This design comes from an exercise in tuning for small area on the open sky130 flow, not from production work.
In this exercise RTL edits were held to simulation tests only and were not proved equivalent to the original.
Power figures rest on the tool's default switching activity, not on a simulated workload.

==> flow/design.v (outline; a module is shown in full before it is edited, if it fits) <==
// module dds_rom_sin: 984 lines
// module dds_rom_sqr: 6 lines
// module dds_rom_tri: 11 lines
// module dds_rom_harm: 1007 lines
// module DDS: 24 lines
// module DDS_control: 69 lines
// module DC_DDS_TOP: 89 lines
module DC_DDS_TOP #(
    parameter PHASE_WIDTH = 32,     
    parameter ADDR_WIDTH = 10,      
    parameter DATA_WIDTH = 16,      
    parameter PERIOD_NUM_WIDTH = 3  
)(
	input clk,
	input rst_n,
    input [PHASE_WIDTH-1:0] frq_word   ,  
    input [PHASE_WIDTH-1:0] period_ctrl,  
    input [1:0] CH0_wave_shape,
    input CH0_mod,  
    input CH0_chaotic_valid,  
    input [PHASE_WIDTH-1:0] CH0_chaotic_x,  
    input [PHASE_WIDTH-1:0] CH0_chaotic_y,
    input [PHASE_WIDTH-1:0] CH0_chaotic_z,
    input [1:0] CH1_wave_shape,
    input CH1_mod,  
    input CH1_chaotic_valid,  
    input [PHASE_WIDTH-1:0] CH1_chaotic_x,  
    input [PHASE_WIDTH-1:0] CH1_chaotic_y,
    input [PHASE_WIDTH-1:0] CH1_chaotic_z,
    output reg chaotic_ctrl,  
    output CH0_wave_out_valid,
	output [DATA_WIDTH-1:0] CH0_wave_out,
    output CH1_wave_out_valid,
    output [DATA_WIDTH-1:0] CH1_wave_out
);
  // ...
==> flow/flow/run.sh <==
#!/bin/bash
# Own flow: the standard layout, with two changes to synthesis only:
#  - no full/half-adder extraction (ADDER_MAP_FILE empty) and Yosys's default
#    adder architecture instead of the Kogge-Stone extra map;
#  - the final ABC mapping runs flow/area.abc (deep AIG resynthesis, then the
#    usual choice computation and mapping) instead of abc_area.script.
#  - every port still gets its own buffer, but the smallest buffer cell.
# Registers, their names and the rest of the flow are unchanged.
set -euo pipefail
W=$PWD
sed 's#log_cmd abc {\*}\$abc_args#log_cmd abc {*}[lreplace $abc_args 1 1 '"$W"'/flow/area.abc]#' \
    "$FLOW_HOME/scripts/synth.tcl" > "$W/synth_own.tcl"
grep -q "flow/area.abc" "$W/synth_own.tcl"
sed 's#source $::env(SCRIPTS_DIR)/synth.tcl#source '"$W"'/synth_own.tcl#' \
    "$W/synth_recipe.tcl" > "$W/own_synth.tcl"
grep -q "synth_own.tcl" "$W/own_synth.tcl"
BUFFER_PORTS_ARGS="-buffer_cell sky130_fd_sc_hd__buf_1" \
    bash "$W/standard.sh" SYNTH_SCRIPT="$W/own_synth.tcl" ADDER_MAP_FILE= \
    SYNTH_OPERATIONS_ARGS=-noshare finish > "$W/make.log" 2>&1
==> flow/flow/area.abc <==
strash
&get -n
&deepsyn -T 240
&put
dch
map -B 0.9
topo
==> flow/standard.sh <==
#!/bin/bash
# synth_recipe.tcl (not shown) runs the flow's synth.tcl, then flattens the netlist and writes it again
# the make line also repeats each setting of config.mk as NAME=value (left out here)
make -C /OpenROAD-flow-scripts/flow DESIGN_CONFIG=/design/flow/config.mk WORK_HOME=/design/flow/orfs CLKGATE_MAP_FILE= SYNTH_SCRIPT=/design/flow/synth_recipe.tcl "${@:-finish}"
==> flow/config.mk <==
export PLATFORM = sky130hd
export DESIGN_NAME = DC_DDS_TOP
export DESIGN_NICKNAME = DC_DDS_TOP
export VERILOG_FILES = /design/flow/design.v
export SDC_FILE = /design/flow/constraint.sdc
export NUM_CORES = 4
export LEC_CHECK = 0
export ABC_AREA = 1
export CAP_MARGIN = 20
export CORE_MARGIN = 2
export CORE_UTILIZATION = 30
export PLACE_DENSITY = 0.35
export SETUP_SLACK_MARGIN = 0.3
export SLEW_MARGIN = 20
export SYNTH_MEMORY_MAX_BITS = 65536
==> flow/constraint.sdc <==
create_clock -name core_clock -period 10.0 [get_ports {clk}]
set_input_delay 2.0000 -clock core_clock [delete_from_list [all_inputs] [get_ports {clk}]]
set_output_delay 2.0000 -clock core_clock [all_outputs]
set_load 0.01 [all_outputs]
==> flow_metrics.env, run 1 <==
export IMPL_synth_top_family_by_area="simple AND/OR/NAND/NOR gates"
export IMPL_power_largest_group="combinational cells"
export IMPL_cp_num_cells=36
export IMPL_post_route_util_pct=38.5
export IMPL_met1_usage_pct=57.9
export IMPL_grt_use_met3_pct=26.2
export IMPL_critPathKind="reg2out"
export IMPL_rr_worst_depth=71
export IMPL_synth_main_ff_cell="dfrtp_1"
export IMPL_mostFrequentLayoutCells="951 x nand2_1, 697 x clkinv_1, 553 x nor2_1"
export IMPL_critPathTopFamily="buffers and inverters"
export IMPL_flops_and_latches=145
export IMPL_power_switching_w=0.00658
export IMPL_outcome="timing/DRC/antenna clean"
export IMPL_cp_arrival_ps=7570
export IMPL_buffer_area_share_pct=12.9
export IMPL_hold_buffers=0
export IMPL_synth_compound_area_share_pct=31.5
export IMPL_synth_seq_cells=145
export IMPL_cp_data_required_time_ps=8000
export IMPL_fin_skew_ps=16.1
export IMPL_synthSimpleGateAreaFrac_pct=36.7
export IMPL_p_clk_share_pct=6.7
export IMPL_die_h_microns=280
export IMPL_layout_setup_ws_ps=430
export IMPL_p_comb_share_pct=85.9
export IMPL_cap_violations=0
export IMPL_end_kind="output pin"
export IMPL_synth_nets=4472
export IMPL_holdPathStages=0
export IMPL_seq_area_share_pct=11.9
export IMPL_grt_ovfl_total=0
export IMPL_final_max_slew_viol_count=0
==> inputs of run 2 (changes only) <==
--- a/flow/config.mk
+++ b/flow/config.mk
@@ -11,2 +11,3 @@
 export CORE_UTILIZATION = 30
+export GPL_TIMING_DRIVEN = 0
 export PLACE_DENSITY = 0.35
==> run 2 against run 1 <==
Effect of this change:
- cell area grew 1.3%
- sequential power is 0.8% higher
- non-clock buffer count decreased by 184
- still clean
- wire length fell by 6.0%
- worst setup slack worse by 180 ps
- clock skew down 3.4 ps
==> flow_metrics.env, run 2 <==
export IMPL_row_count=101
export IMPL_p_per_area_nw_per_um2=329
export IMPL_netlist_area_sq_um=22800
export IMPL_outcome="timing/DRC/antenna clean"
export IMPL_synth_seq_cells=145
export IMPL_worst_slew_pin_slew_ps=1390
export IMPL_wl_microns=181000
export IMPL_netSwitchingFraction_pct=67.8
export IMPL_crit_slowest_cell="o22ai_1"
export IMPL_mostFrequentLayoutCells="913 x nand2_1, 642 x clkinv_1, 472 x nor2_1"
export IMPL_critPathKind="reg2out"
export IMPL_synth_area_per_cell_sq_um=5.42
export IMPL_crit_buf_inv=6
export IMPL_hpwl_microns=134000
export IMPL_nFillCells=8616
export IMPL_layout_setup_ws_ps=247
export IMPL_postSynthCellCount=4206
export IMPL_cp_data_required_time_ps=8000
export IMPL_numClockSinks=145
export IMPL_vias=36100
export IMPL_fmax_ghz=0.103
export IMPL_synth_edf_count=0
export IMPL_hp_class="reg2reg"
export IMPL_yosys_cell_types_count=49
export IMPL_clk_insertion_delay_late_ps=450
export IMPL_synth_most_common_cell="nand2_1"
export IMPL_critPathTopFamily="compound AO/OA/AOI/OAI gates"
export IMPL_power_switching_w=0.00657
export IMPL_power_frac_seq_pct=7.6
export IMPL_p_clk_share_pct=6.9
export IMPL_rsz0062_at_grt="true"
export IMPL_synth_nets=4472
export IMPL_start_kind="flop"
export IMPL_cp_arrival_ps=7750
export IMPL_syn_to_final_growth_pct=29.5
export IMPL_setup_violations_final=0
export IMPL_final_common_cell="nand2_1"
export IMPL_grt_pass1_wl_microns=246000
export IMPL_root_buffer="clkbuf_16"
export IMPL_clock_path_buffers=2
export IMPL_fin_skew_ps=12.7
export IMPL_synth_top_area_share_pct=16.3
export IMPL_cap_violations=0
export IMPL_antenna_found_initial=24
export IMPL_core_area_sq_um=75600
export IMPL_fin_nets=4914
export IMPL_dpl_instance_area_sq_um=25700
export IMPL_die_h_microns=280
export IMPL_grt_max_degree=42
export IMPL_numCtsBuffers=17
export IMPL_end_kind="output pin"
export IMPL_wl_per_cell_microns=32.0
export IMPL_hold_violations=0
export IMPL_slew_headroom_pct=6.85
export IMPL_start_util_pct=30.2
export IMPL_grt_usage_pct=44.3
export IMPL_p_comb_share_pct=85.5
export IMPL_cts_tree="yes"
export IMPL_cts_clk_slew_worst_paths_ps=70
export IMPL_synth_main_ff_cell="dfrtp_1"
export IMPL_gp_congestion=1.13
export IMPL_die_w_microns=280
export IMPL_final_max_slew_viol_count=0
export IMPL_dieArea_sq_um=78200
export IMPL_crit_path_max_incr_delay_ps=890
export IMPL_total_power_w=0.00969
export IMPL_yosysSeqAreaShare_pct=15.1
export IMPL_cp_max_fo=23
export IMPL_drive_above_1_share_pct=14.2
export IMPL_drc=0
export IMPL_synth_area_leader_cell="nand2_1"
export IMPL_first_pass_iters=10
export IMPL_pin_count=301
export IMPL_grt_pass1_vias=32700
export IMPL_synthArstFlopShare_pct=75.2
export IMPL_power_leakage_nw=11.4
export IMPL_timing_final_crit_share_pct=97.5
export IMPL_portBuffers=242
export IMPL_cell_internal_pwr_w=0.00312
export IMPL_hold_buffers=0
export IMPL_pre_cts_slack_ps=-4870
export IMPL_cts_htree_levels=4
export IMPL_viasPerCell=6.38
export IMPL_ant_nets=0
export IMPL_yosys_warnings=3
export IMPL_final_area_sq_um=29500
export IMPL_grt_ovfl_total=0
export IMPL_drtIter0Drc=5126
export IMPL_synth_common_cells="990 x nand2_1, 725 x clkinv_1, 581 x nor2_1"
export IMPL_whs_ps=404
export IMPL_ir_drop_mv=0.101
export IMPL_fin_crit_ps=9750
export IMPL_yosys_top_cells_area="nand2_1 16%, clkinv_1 12%, dfrtp_1 12%, o21ai_0 10%, nor2_1 9.6%"
## run 2: cell count changes in the layout (fill, tap and decap cells not counted), moves of 38 or more
cell and delta:
buf_4 -211, clkinv_1 -55, nand2_1 -38, nor2_1 -81
nor2_2 +38, nor2_4 +43
## run 2: final cells by class
| type | count | area, sq um | share of cell area (%) |
|---|---|---|---|
| Timing Repair Buffer | 417 | 2730 | 9.24 |
| Timing Repair inverter | 2 | 32.5 | 0.110 |
| Clock inverter | 13 | 153 | 0.517 |
| Clock buffer | 19 | 443 | 1.50 |
| Tap cell | 978 | 1220 | 4.15 |
| Antenna cell | 11 | 27.5 | 0.0933 |
| Multi-Input combinational cell | 3340 | 18300 | 62.2 |
| Inverter | 725 | 3070 | 10.4 |
| Sequential cell | 145 | 3480 | 11.8 |
## run 2: per-layer routing
layer / up-vias / GRT usage [%] / share of wire [%]
li1: 15400 / - / -
met1: 16700 / 52.7 / 37
met2: 2970 / 62.3 / 39
met3: 907 / 23.9 / 16
met4: 42 / 25.9 / 7.6
met5: - / 0 / 0.22
## run 2: worst paths after layout
kind                                                     startpoint                                 to  slack (ps)  depth (start not counted)
worst max register to register                CH1_DDS.add$_DFF_PN0_  CH1_DDS.cnt_period[0]$_DFFE_PN0P_        1020                         71
min in group asynchronous                                     rst_n             cnt_ctrl[14]$_DFF_PN0_        1520                          1
max in group asynchronous                                     rst_n      CH1_DDS.wave_ctrl$_DFFE_PN1P_        7610                          3
worst min register to register        CH0_DDS.wave_ctrl$_DFFE_PN1P_   CH0_DDS.wave_out_valid$_DFF_PN0_         400                          0
worst max-delay path            CH0_DDS.dds_phase_dly[23]$_DFF_PN0_                    CH0_wave_out[3]         250                         32
worst min-delay path                  CH0_DDS.wave_ctrl$_DFFE_PN1P_   CH0_DDS.wave_out_valid$_DFF_PN0_         400                          0
## run 2: what timing repair did
action                                  CTS  global route
resized for setup                       313           238
endpoints found under the setup margin   42            68
buffers inserted                         79            63
gates cloned                              6             2
pin swaps                                49            98
## run 2: cell families after synthesis
group           after synthesis  synth area share [%]
flops                       145                  15.1
fa+ha+maj                    17                 0.747
buf+inv                     725                  11.9
mux                           5                 0.225
simple gates               2037                  36.7
compound gates             1179                  31.5
xor+xnor                     98                  3.77
## run 2: worst reg2reg max path, delay by kind of cell, from the launching register on
kind,cells,cell delay [ps]
simple gates,40,3550
flops,1,460
buf+inv,2,120
compound gates,29,4770
## run 2: stage by stage
step | cells | TNS, ps | util, %
6_report | 5650 | 0 | 39.0
5_1_grt | 5640 | 0 | 39.0
4_1_cts | 5572 | 0 | 37.2
3_5_place_dp | 5455 | -94700 | 34.0
3_3_place_gp | 5426 | -207220 | 33.0
2_1_floorplan | 4206 | 0 | -
## run 2: power by group through the flow
stage | registers (W) | logic (W) | clock network [W]
6_report | 0.000736 | 0.00829 | 0.000670
5_1_grt | 0.000747 | 0.00829 | 0.000701
4_1_cts | 0.000732 | 0.00721 | 0.000683
3_5_place_dp | 0.000749 | 0.00658 | 0
3_3_place_gp | 0.000768 | 0.00663 | 0
2_1_floorplan | 0.000722 | 0.00357 | 0
==> inputs of run 3 (changes only) <==
==> flow/flow/area.abc (replaced) <==
strash
&get -n
&deepsyn -T 600
&put
dch
map -B 0.9
topo
--- a/flow/config.mk
+++ b/flow/config.mk
@@ -11,3 +11,2 @@
 export CORE_UTILIZATION = 30
-export GPL_TIMING_DRIVEN = 0
 export PLACE_DENSITY = 0.35
==> run 3 against run 2 <==
Effect of this change:
- fmax up 1.9%
- critical path type unchanged
- clock power down 2%
- first-iteration DRC count up 14%
- clock skew up 3.4 ps
- core utilization down 0.50 points
- count of clock-buffer cells in the layout down 1
- still clean
- die area unchanged
==> flow_metrics.env, run 3 <==
export IMPL_cp_data_required_time_ps=8000
export IMPL_drtIter0Drc=5830
export IMPL_setup_violations_final=0
export IMPL_crit_slowest_cell="nor2_1"
export IMPL_final_max_slew_viol_count=0
export IMPL_clk_insertion_delay_late_ps=460
export IMPL_hpwl_microns=152000
export IMPL_crit_path_max_incr_delay_ps=480
export IMPL_mostFrequentLayoutCells="951 x nand2_1, 697 x clkinv_1, 553 x nor2_1"
export IMPL_slew_headroom_pct=14.9
export IMPL_cap_violations=0
export IMPL_syn_to_final_growth_pct=27.8
export IMPL_timing_final_crit_share_pct=95.7
export IMPL_core_area_sq_um=75600
export IMPL_dieArea_sq_um=78200
export IMPL_outcome="timing/DRC/antenna clean"
export IMPL_wl_per_cell_microns=33.0
export IMPL_final_area_sq_um=29100
export IMPL_cp_max_fo=11
export IMPL_die_w_microns=280
export IMPL_cp_arrival_ps=7570
export IMPL_antenna_found_initial=23
export IMPL_end_kind="output pin"
export IMPL_portBuffers=242
export IMPL_fin_crit_ps=9570
export IMPL_numCtsBuffers=17
export IMPL_clock_path_buffers=2
export IMPL_nFillCells=8595
export IMPL_die_h_microns=280
export IMPL_cts_tree="yes"
export IMPL_p_clk_share_pct=6.7
export IMPL_path_common_cell="buf_4"
export IMPL_fin_nets=5092
export IMPL_p_per_area_nw_per_um2=338
export IMPL_grt_max_degree=57
export IMPL_first_pass_iters=8
export IMPL_yosys_warnings=3
export IMPL_rsz0062_at_grt="true"
export IMPL_drive_above_1_share_pct=12.7
export IMPL_wl_microns=192000
export IMPL_synth_main_ff_cell="dfrtp_1"
export IMPL_grt_pass1_wl_microns=259000
export IMPL_synth_area_per_cell_sq_um=5.42
export IMPL_hold_buffers=0
export IMPL_grt_usage_pct=46.9
export IMPL_start_kind="flop"
export IMPL_synth_most_common_cell="nand2_1"
export IMPL_numClockSinks=145
export IMPL_drc=0
export IMPL_hold_violations=0
export IMPL_yosys_top_cells_area="nand2_1 16%, clkinv_1 12%, dfrtp_1 12%, o21ai_0 10%, nor2_1 9.6%"
export IMPL_final_common_cell="nand2_1"
export IMPL_cts_clk_slew_worst_paths_ps=70
export IMPL_root_buffer="clkbuf_16"
export IMPL_power_frac_seq_pct=7.4
export IMPL_cell_internal_pwr_w=0.00326
export IMPL_netSwitchingFraction_pct=66.9
export IMPL_row_count=101
export IMPL_ir_drop_mv=0.199
export IMPL_synth_top_area_share_pct=16.3
export IMPL_dpl_cell_count=5750
export IMPL_netlist_area_sq_um=22800
export IMPL_ant_nets=0
export IMPL_setup_tns_ps=0
export IMPL_yosysSeqAreaShare_pct=15.1
export IMPL_fin_skew_ps=16.1
export IMPL_p_comb_share_pct=85.9
export IMPL_cts_htree_levels=4
export IMPL_gp_congestion=1.20
export IMPL_viasPerCell=6.40
export IMPL_synthArstFlopShare_pct=75.2
export IMPL_critPathKind="reg2out"
export IMPL_fmax_ghz=0.104
export IMPL_dpl_instance_area_sq_um=27400
export IMPL_synth_seq_cells=145
export IMPL_vias=37300
export IMPL_synth_common_cells="990 x nand2_1, 725 x clkinv_1, 581 x nor2_1"
export IMPL_worst_slew_pin_slew_ps=1240
export IMPL_postSynthCellCount=4206
export IMPL_synth_area_leader_cell="nand2_1"
export IMPL_grt_pass1_vias=33800
export IMPL_yosys_cell_types_count=49
export IMPL_instances_no_fill=5830
export IMPL_start_util_pct=30.2
export IMPL_hp_class="reg2reg"
export IMPL_synth_nets=4472
export IMPL_power_leakage_nw=11.8
export IMPL_power_switching_w=0.00658
export IMPL_synth_edf_count=0
export IMPL_grt_ovfl_total=0
export IMPL_pin_count=301
## run 3: worst paths after layout
path | start | end | slack [ps] | cells after the start
hold / removal | CH1_DDS.wave_ctrl$_DFFE_PN1P_ | CH1_DDS.wave_out_valid$_DFF_PN0_ | 400 | 0
setup reg to reg | frq_prev[1]$_DFF_P_ | CH1_DDS.cnt_period[2]$_DFFE_PN0P_ | 840 | 71
setup / recovery | CH0_DDS.dds_phase_dly[23]$_DFF_PN0_ | CH0_wave_out[1] | 430 | 36
max in group asynchronous | rst_n | CH0_DDS.add$_DFF_PN0_ | 7000 | 2
min in group asynchronous | rst_n | chaotic_ctrl$_DFF_PN0_ | 1650 | 1
hold reg to reg | CH1_DDS.wave_ctrl$_DFFE_PN1P_ | CH1_DDS.wave_out_valid$_DFF_PN0_ | 400 | 0
## run 3: stage by stage
stage	util [%]	hold WS [ps]	worst slack [ps]	total power [W]
6_report	38.5	403	430	0.00984
5_1_grt	38.5	405	-114	0.00986
4_1_cts	37.2	405	305	0.00883
3_5_place_dp	36.3	395	10.2	0.00811
3_3_place_gp	36.3	394	254	0.00827
2_1_floorplan	-	389	472	0.00429
## run 3: layer usage
metal / global-route usage, % / vias up / share of wire [%]
met5: 0.375 / - / 0.12
met3: 26.2 / 902 / 17
met2: 62.8 / 3138 / 37
met4: 27.2 / 16 / 7.5
met1: 57.9 / 17500 / 38
li1: - / 15700 / -
## run 3: worst max-delay path: cells and delay by family, from the launching register on
family          cells  cell delay [ps]
compound gates      9             2090
simple gates       13             1720
buf+inv            14             2840
flops               1              440
## run 3: power groups by stage
stage               Sequential [W]  Combinational [W]  Clock (W)
finish                    0.000730            0.00846   0.000657
global route              0.000740            0.00843   0.000685
CTS                       0.000725            0.00744   0.000663
detailed placement        0.000734            0.00738          0
global placement          0.000733            0.00753          0
floorplan                 0.000722            0.00357          0
## run 3: area by class of cell
class	count	area [sq um]	share of cell area [%]
clock buffers	18	429	1.47
diodes	13	32.5	0.112
repair buffers	601	3760	12.9
well taps	978	1220	4.20
clock inverters	14	155	0.533
inverters	725	2750	9.44
flip-flops and latches	145	3460	11.9
multi-input cells	3336	17300	59.4
## run 3: cells by family (layout without fill, tap and decap cells)
kind of cell | Yosys count | in the layout | share of synthesized area (%)
AOI/OAI and AO/OA | 1179 | 1179 | 31.5
xor gates and xnor gates | 98 | 98 | 3.77
adders and majority gates | 17 | 17 | 0.747
buffers and inverters | 725 | 1358 | 11.9
DFF | 145 | 145 | 15.1
muxes | 5 | 5 | 0.225
other | 0 | 13 | 0
and+or+nand+nor | 2037 | 2037 | 36.7
## run 3: repair_timing
item                       CTS  global route
setup endpoints to repair   21            70
gates resized for setup     28           201
gates cloned                 0             2
pin swaps                    2            41
buffers inserted             0            32
==> inputs of run 4 (changes only) <==
==> flow/flow/area.abc (replaced) <==
strash
&get -n
&deepsyn -I 2 -T 200
&put
dch
map -B 0.9
topo
--- a/flow/config.mk
+++ b/flow/config.mk
@@ -12,3 +12,3 @@
 export PLACE_DENSITY = 0.35
-export SETUP_SLACK_MARGIN = 0.3
+export SETUP_SLACK_MARGIN = 0.6
 export SLEW_MARGIN = 20
==> run 4 against run 3 <==
Effect of this change:
- wire length is 1.4% lower
- sequential power shrank 2%
- combinational power down 14%
- clock power about the same
- largest cell class unchanged
- die area fell by 2.4%
- still clean
- cell count down 2.2%
- critical path type is now reg2reg
- largest power group unchanged
==> flow_metrics.env, run 4 <==
export IMPL_grt_pass1_wl_microns=253000
export IMPL_synth_main_ff_cell="dfrtp_1"
export IMPL_synth_nets=4328
export IMPL_p_per_area_nw_per_um2=294
export IMPL_synth_edf_count=0
export IMPL_slew_headroom_pct=18.2
export IMPL_setup_violations_final=0
export IMPL_numClockSinks=145
export IMPL_die_h_microns=276
export IMPL_drtIter0Drc=5829
export IMPL_grt_pass1_vias=33000
export IMPL_row_count=99
export IMPL_yosys_warnings=3
export IMPL_root_buffer="clkbuf_16"
export IMPL_total_power_w=0.00863
export IMPL_clock_path_buffers=2
export IMPL_nFillCells=7984
export IMPL_viasPerCell=6.41
export IMPL_mostFrequentLayoutCells="943 x nand2_1, 587 x nor2_1, 580 x clkinv_1"
export IMPL_dpl_cell_count=5590
export IMPL_first_pass_iters=10
export IMPL_cp_max_fo=6
export IMPL_yosysSeqAreaShare_pct=15.5
export IMPL_start_kind="flop"
export IMPL_postSynthCellCount=4062
export IMPL_synth_seq_cells=145
export IMPL_wl_per_cell_microns=33.2
export IMPL_vias=36500
export IMPL_grt_ovfl_total=0
export IMPL_regArea_sq_um=3460
export IMPL_cts_clk_slew_worst_paths_ps=80
export IMPL_hold_violations=0
export IMPL_clk_insertion_delay_late_ps=450
export IMPL_critPathKind="reg2reg"
export IMPL_fin_skew_ps=15.2
export IMPL_die_w_microns=276
export IMPL_hp_class="reg2reg"
export IMPL_final_area_sq_um=29300
export IMPL_cts_htree_levels=4
export IMPL_ir_drop_mv=0.155
export IMPL_rsz0062_at_grt="true"
export IMPL_whs_ps=415
export IMPL_antenna_found_initial=18
export IMPL_drc=0
export IMPL_worst_slew_pin_slew_ps=1220
export IMPL_dpl_instance_area_sq_um=26900
export IMPL_path_common_cell="nand2_2"
export IMPL_core_area_sq_um=73200
export IMPL_synth_top_area_share_pct=17.1
export IMPL_cts_tree="yes"
export IMPL_fin_nets=4988
export IMPL_end_kind="flop"
export IMPL_synth_common_cells="1,011 x nand2_1, 627 x nor2_1, 622 x clkinv_1"
export IMPL_cp_arrival_ps=9850
export IMPL_instances_no_fill=5704
export IMPL_cap_violations=0
export IMPL_fmax_ghz=0.105
export IMPL_final_common_cell="nand2_1"
export IMPL_multi_input_area_sq_um=17500
export IMPL_dieArea_sq_um=76300
export IMPL_yosys_cell_types_count=51
export IMPL_portBuffers=242
export IMPL_pin_count=301
export IMPL_final_max_slew_viol_count=0
export IMPL_syn_to_final_growth_pct=31.8
export IMPL_fin_crit_ps=9510
export IMPL_crit_path_max_incr_delay_ps=380
export IMPL_yosys_top_cells_area="nand2_1 17%, dfrtp_1 12%, nor2_1 11%, clkinv_1 10%, o21ai_0 10%"
export IMPL_grt_usage_pct=46.6
export IMPL_synth_area_per_cell_sq_um=5.47
export IMPL_wl_microns=189000
export IMPL_synth_area_leader_cell="nand2_1"
export IMPL_gp_congestion=1.15
export IMPL_setup_tns_ps=0
export IMPL_start_util_pct=30.4
export IMPL_power_leakage_nw=11.7
export IMPL_crit_slowest_cell="dfrtp_1"
export IMPL_ant_nets=0
export IMPL_netlist_area_sq_um=22200
export IMPL_outcome="timing/DRC/antenna clean"
export IMPL_drive_above_1_share_pct=15.9
export IMPL_cp_data_required_time_ps=10330
export IMPL_synthArstFlopShare_pct=75.2
export IMPL_synth_most_common_cell="nand2_1"
export IMPL_hpwl_microns=147000
export IMPL_numCtsBuffers=17
export IMPL_grt_max_degree=78
export IMPL_timing_final_crit_share_pct=95.1
[run 4: per-layer routing]
layer | part of all wire, % | up-vias | wire, microns | global-route usage, %
li1 | - | 15400 | - | -
met3 | 17 | 888 | 31900 | 25.6
met4 | 7.5 | 22 | 14100 | 26.1
met1 | 38 | 17100 | 72000 | 57.6
met2 | 38 | 3194 | 71100 | 63.2
met5 | 0.17 | - | 329 | 1.00
[run 4: logic make-up after synthesis]
logic type,synth area share [%]
compound gates,32.6
xor+xnor,4.41
fa+ha+maj,0.630
buf+inv,10.5
flops,15.5
mux,0.428
simple gates,35.9
[run 4: what timing repair did]
item | CTS | global route
cloned | 1 | 3
pin swaps | 13 | 106
resized for setup | 102 | 256
hold buffers | 0 | 0
buffers inserted | 13 | 55
setup endpoints to repair | 29 | 48
[run 4: path summary, 6_finish.rpt]
path / from / end / slack (ps) / depth (start not counted)
min in group asynchronous: rst_n / CH1_DDS.dds_phase_dly[8]$_DFF_PN0_ / 1540 / 1
max reg2reg: CH0_DDS.dds_phase_dly[0]$_DFF_PN0_ / CH0_DDS.cnt_period[0]$_DFFE_PN0P_ / 490 / 70
min reg2reg: CH0_DDS.wave_ctrl$_DFFE_PN1P_ / CH0_DDS.wave_out_valid$_DFF_PN0_ / 410 / 0
max: CH0_DDS.dds_phase_dly[0]$_DFF_PN0_ / CH0_DDS.cnt_period[0]$_DFFE_PN0P_ / 490 / 70
min: CH0_DDS.wave_ctrl$_DFFE_PN1P_ / CH0_DDS.wave_out_valid$_DFF_PN0_ / 410 / 0
max in group asynchronous: rst_n / cnt_ctrl[16]$_DFF_PN0_ / 7300 / 2
[run 4: per-stage QoR]
stage	utilization [%]	setup slack, ps
6_report	40.0	485
5_1_grt	40.0	-248
4_1_cts	38.2	553
3_5_place_dp	36.8	-288
3_3_place_gp	36.8	-52.9
2_1_floorplan	-	408
[run 4: power breakdown]
part / internal, W / switching, W / leakage, nW
Clock: 0.000335 / 0.000321 / 0.288
Combinational: 0.00198 / 0.00527 / 9.78
Sequential: 0.000640 / 0.0000774 / 1.67
Total: 0.00295 / 0.00567 / 11.7
[run 4: critical path: cells and delay by family (launching register included)]
kind / cells / cell delay [ps]
buf+inv: 2 / 120
compound gates: 32 / 5530
simple gates: 36 / 3360
flops: 1 / 380
[run 4: cell type report]
cell class / instances / area share (%)
diodes: 10 / 0.0854
clock buffers: 17 / 1.45
clock inverters: 15 / 0.559
inverters: 622 / 8.13
multi-input cells: 3295 / 59.8
flip-flops and latches: 145 / 11.8
well taps: 959 / 4.09
repair buffers: 641 / 14.1

==> static timing again, ports no longer ideal <==
The results above use ideal ports. As a check the final layouts listed here were re-extracted and re-timed, cells and wires unchanged. Step 1, drivers: a clkbuf_16 drives clk and a buf_2 each remaining input, both assumed. Step 2 adds t to the input delays and takes it off the output delays; t is the mean of the earliest and latest rising clock arrival at the registers after step 1. Input paths then give back, and output paths get back, about the clock's delay inside the block. a / b / c = ideal / step 1 / step 2; a / b = the first two.
run | t, ns | setup slack, ns | worst hold slack (ns) | pins driven straight from the clock port
run 1 | 0.504 | 0.430 / 0.373 / 0.556 | 0.403 / 0.403 / 0.403 | 1
run 2 | 0.502 | 0.247 / 0.189 / 0.672 | 0.404 / 0.404 / 0.404 | 1
run 3 | 0.504 | 0.430 / 0.373 / 0.556 | 0.403 / 0.403 / 0.403 | 1
run 4 | 0.500 | 0.485 / 0.485 / 0.256 | 0.415 / 0.415 / 0.415 | 1
After both steps every run listed still meets setup and hold. For run 4, which loses most, drivers alone change the setup slack by 0.000 ns; drivers and shift together by -0.229 ns.
